Context: an optimization exercise on an open-source flow, tuned for small area and a short achievable clock period. The choices shown serve that exercise and are no tape-out recipe.
Only simulation tests tie the RTL to the original design; equivalence was not proved.
Power figures rest on the tool's default switching activity, not on a simulated workload.

P:
// ChecksumRTL_noparam
module ChecksumRTL_noparam
(
  input  logic [0:0] clk ,
  input  logic [0:0] reset ,
  input  logic [0:0] recv__en  ,
  input  logic [127:0] recv__msg  ,
  output logic [0:0] recv__rdy  ,
  output logic [0:0] send__en  ,
  output logic [31:0] send__msg  ,
  input  logic [0:0] send__rdy
);
  logic [0:0]  full;
  logic [15:0] sum1_q, sum2_q;
  wire s1, c2;
  csa_fa u_s1 (.a(recv__msg[0]), .b(recv__msg[16]), .c(recv__msg[32]), .s(s1), .co(c2));
  wire s3, c4;
  csa_fa u_s3 (.a(recv__msg[1]), .b(recv__msg[17]), .c(recv__msg[33]), .s(s3), .co(c4));
  wire s5, c6;
  csa_fa u_s5 (.a(recv__msg[2]), .b(recv__msg[18]), .c(recv__msg[34]), .s(s5), .co(c6));
  wire s7, c8;
  csa_fa u_s7 (.a(recv__msg[3]), .b(recv__msg[19]), .c(recv__msg[35]), .s(s7), .co(c8));
  wire s9, c10;
  csa_fa u_s9 (.a(recv__msg[4]), .b(recv__msg[20]), .c(recv__msg[36]), .s(s9), .co(c10));
  wire s11, c12;
  csa_fa u_s11 (.a(recv__msg[5]), .b(recv__msg[21]), .c(recv__msg[37]), .s(s11), .co(c12));
  wire s13, c14;
  csa_fa u_s13 (.a(recv__msg[6]), .b(recv__msg[22]), .c(recv__msg[38]), .s(s13), .co(c14));
  wire s15, c16;
  csa_fa u_s15 (.a(recv__msg[7]), .b(recv__msg[23]), .c(recv__msg[39]), .s(s15), .co(c16));
  wire s17, c18;
  csa_fa u_s17 (.a(recv__msg[8]), .b(recv__msg[24]), .c(recv__msg[40]), .s(s17), .co(c18));
  wire s19, c20;
  csa_fa u_s19 (.a(recv__msg[9]), .b(recv__msg[25]), .c(recv__msg[41]), .s(s19), .co(c20));
  wire s21, c22;
  csa_fa u_s21 (.a(recv__msg[10]), .b(recv__msg[26]), .c(recv__msg[42]), .s(s21), .co(c22));
  wire s23, c24;
  csa_fa u_s23 (.a(recv__msg[11]), .b(recv__msg[27]), .c(recv__msg[43]), .s(s23), .co(c24));
  wire s25, c26;
  csa_fa u_s25 (.a(recv__msg[12]), .b(recv__msg[28]), .c(recv__msg[44]), .s(s25), .co(c26));
  wire s27, c28;
  csa_fa u_s27 (.a(recv__msg[13]), .b(recv__msg[29]), .c(recv__msg[45]), .s(s27), .co(c28));
  wire s29, c30;
  ...
clock: 16.0 ns
lec_check: 0
abc_area: 1
cap_margin: 20
core_margin: 2
core_utilization: 40
cts_buf_list: sky130_fd_sc_hd__clkbuf_4
slew_margin: 20
synth_hierarchical: 1
run.sh (not shown) runs the stock make flow with config.mk's settings and CLKGATE_MAP_FILE= SYNTH_SCRIPT=/design/flow/synth_recipe.tcl, a recipe that flattens the netlist after the stock synthesis.
P finished every stage and its layout cleared the timing, DRC and antenna checks.
Changes in Q relative to P:
Settings: ABC_AREA: 1 -> unset.
--- outcome ---
Going from P to Q, fraction of met2 tracks used by global routing went down 0.40 points; global-route wire length before repair went down 14%; portion of the layout cell area used by clock cells held.
Summary of Q over P: area after synthesis saw a decrease; width of the die moved down; power density of the placed cells increased 7.9%.
On final non-filler cell area, the lower figure sits with Q, not P.
Comparing Q and P, the higher sequential share of layout area is on Q.
[compare] base=P new=Q: global placer's final weighted congestion -about 3%; die boundary height -about 3.3%; final hold slack +100 ps.
The inputs of R differ from those of Q as listed below.
Settings: putting CTS_CLUSTER_DIAMETER at 200 where nothing was set; putting CTS_CLUSTER_SIZE at 40 where nothing was set; swapping sky130_fd_sc_hd__clkbuf_4 for sky130_fd_sc_hd__clkbuf_8 in CTS_BUF_LIST.
### Flow results
Wire length on met1 (R vs. Q) increases slightly. Average wire per standard cell of R is on par with Q. Between R and Q, it is R whose overall power after layout is higher, by about 0.7%. Across both runs, worst setup slack was lower for R than for Q. The maximum frequency was comparable across R and Q. On placement-stage cell area, R and Q are basically level. R and Q ended up with roughly the same met3 capacity usage during global routing. Going from Q to R, total number of vias shrank slightly. Summary of R over Q: number of global-route vias before repair saw little to no change, final design area excluding fillers increased 31 µm². R and Q ended up with nearly the same global-route usage over all layers.
[inputs] S vs R
Settings: removing CTS_CLUSTER_DIAMETER (formerly 200); removing CTS_BUF_LIST (formerly sky130_fd_sc_hd__clkbuf_8); removing CTS_CLUSTER_SIZE (formerly 40).
Notes after the runs:
Status: all-layer global routing usage parity (S, R)
Comparing R with S, the routed wire length came out essentially unchanged.
Summary of the comparison: share of total power in the clock network is higher in S, relative to R.

* * *

## build 55
ChecksumRTL_noparam, a different RTL version from the one above (not shown whole).
Size in the first run: roughly 33 flip-flops, ~170 I/O pins, roughly 0.0061 mm2 of cells after synthesis.
clock: 16.0 ns
lec_check: 0
cap_margin: 20
core_margin: 2
core_utilization: 60
cts_buf_list: sky130_fd_sc_hd__clkbuf_4
slew_margin: 20
synth_hierarchical: 1
Input-level comparison between build 60 and build 55:
# build 55
export LEC_CHECK = 0
export CAP_MARGIN = 20
export CORE_MARGIN = 2
export CORE_UTILIZATION = 60
export CTS_BUF_LIST = sky130_fd_sc_hd__clkbuf_4
export SLEW_MARGIN = 20
export SYNTH_HIERARCHICAL = 1
create_clock -name core_clock -period 16.0 [get_ports {clk}]
# build 60
export LEC_CHECK = 0
export CAP_MARGIN = 20
export CORE_MARGIN = 2
export CORE_UTILIZATION = 75
export CTS_BUF_LIST = sky130_fd_sc_hd__clkbuf_4
export SLEW_MARGIN = 20
export SYNTH_HIERARCHICAL = 1
create_clock -name core_clock -period 16.0 [get_ports {clk}]
- Build 60 — starting density of the core 16 points higher, build 55 as reference
- Build 60: GPL-0301 in global placement -> run aborted
- Diff build 55..build 60 | async set-reset flop share out of synthesis | unchanged
- Build 55 -> build 60: number of nets produced by synthesis delta 0, exact match
- Reported for build 55 and build 60, post-synthesis adder-cell area fraction turned out identical to the last digit.
Inputs modified between build 60 and build 88:
# build 60
export LEC_CHECK = 0
export CAP_MARGIN = 20
export CORE_MARGIN = 2
export CORE_UTILIZATION = 75
export CTS_BUF_LIST = sky130_fd_sc_hd__clkbuf_4
export SLEW_MARGIN = 20
export SYNTH_HIERARCHICAL = 1
create_clock -name core_clock -period 16.0 [get_ports {clk}]
# build 88
export LEC_CHECK = 0
export CAP_MARGIN = 20
export CORE_MARGIN = 2
export CORE_UTILIZATION = 40
export CTS_BUF_LIST = sky130_fd_sc_hd__clkbuf_4
export SLEW_MARGIN = 20
export SYNTH_HIERARCHICAL = 1
create_clock -name core_clock -period 16.0 [get_ports {clk}]
--- outcome ---
Compared build 60 against build 88; area of the mapped netlist within noise.
Compared to build 60, build 88 has effective utilization at floorplan 38 points lower.
Reported for build 88 and build 60, adder and majority gate portion of the synthesized area turned out identical to the last digit.
Looking only at die span in y, and setting everything else aside, the lower value of build 88 and build 60 goes to build 60.
Number of instances in the synthesized netlist came out exactly the same in build 88 and build 60.
Build 88 completed; timing, DRC and antenna clean
Diff build 60 -> build 88: die width went up, number of core rows went up.
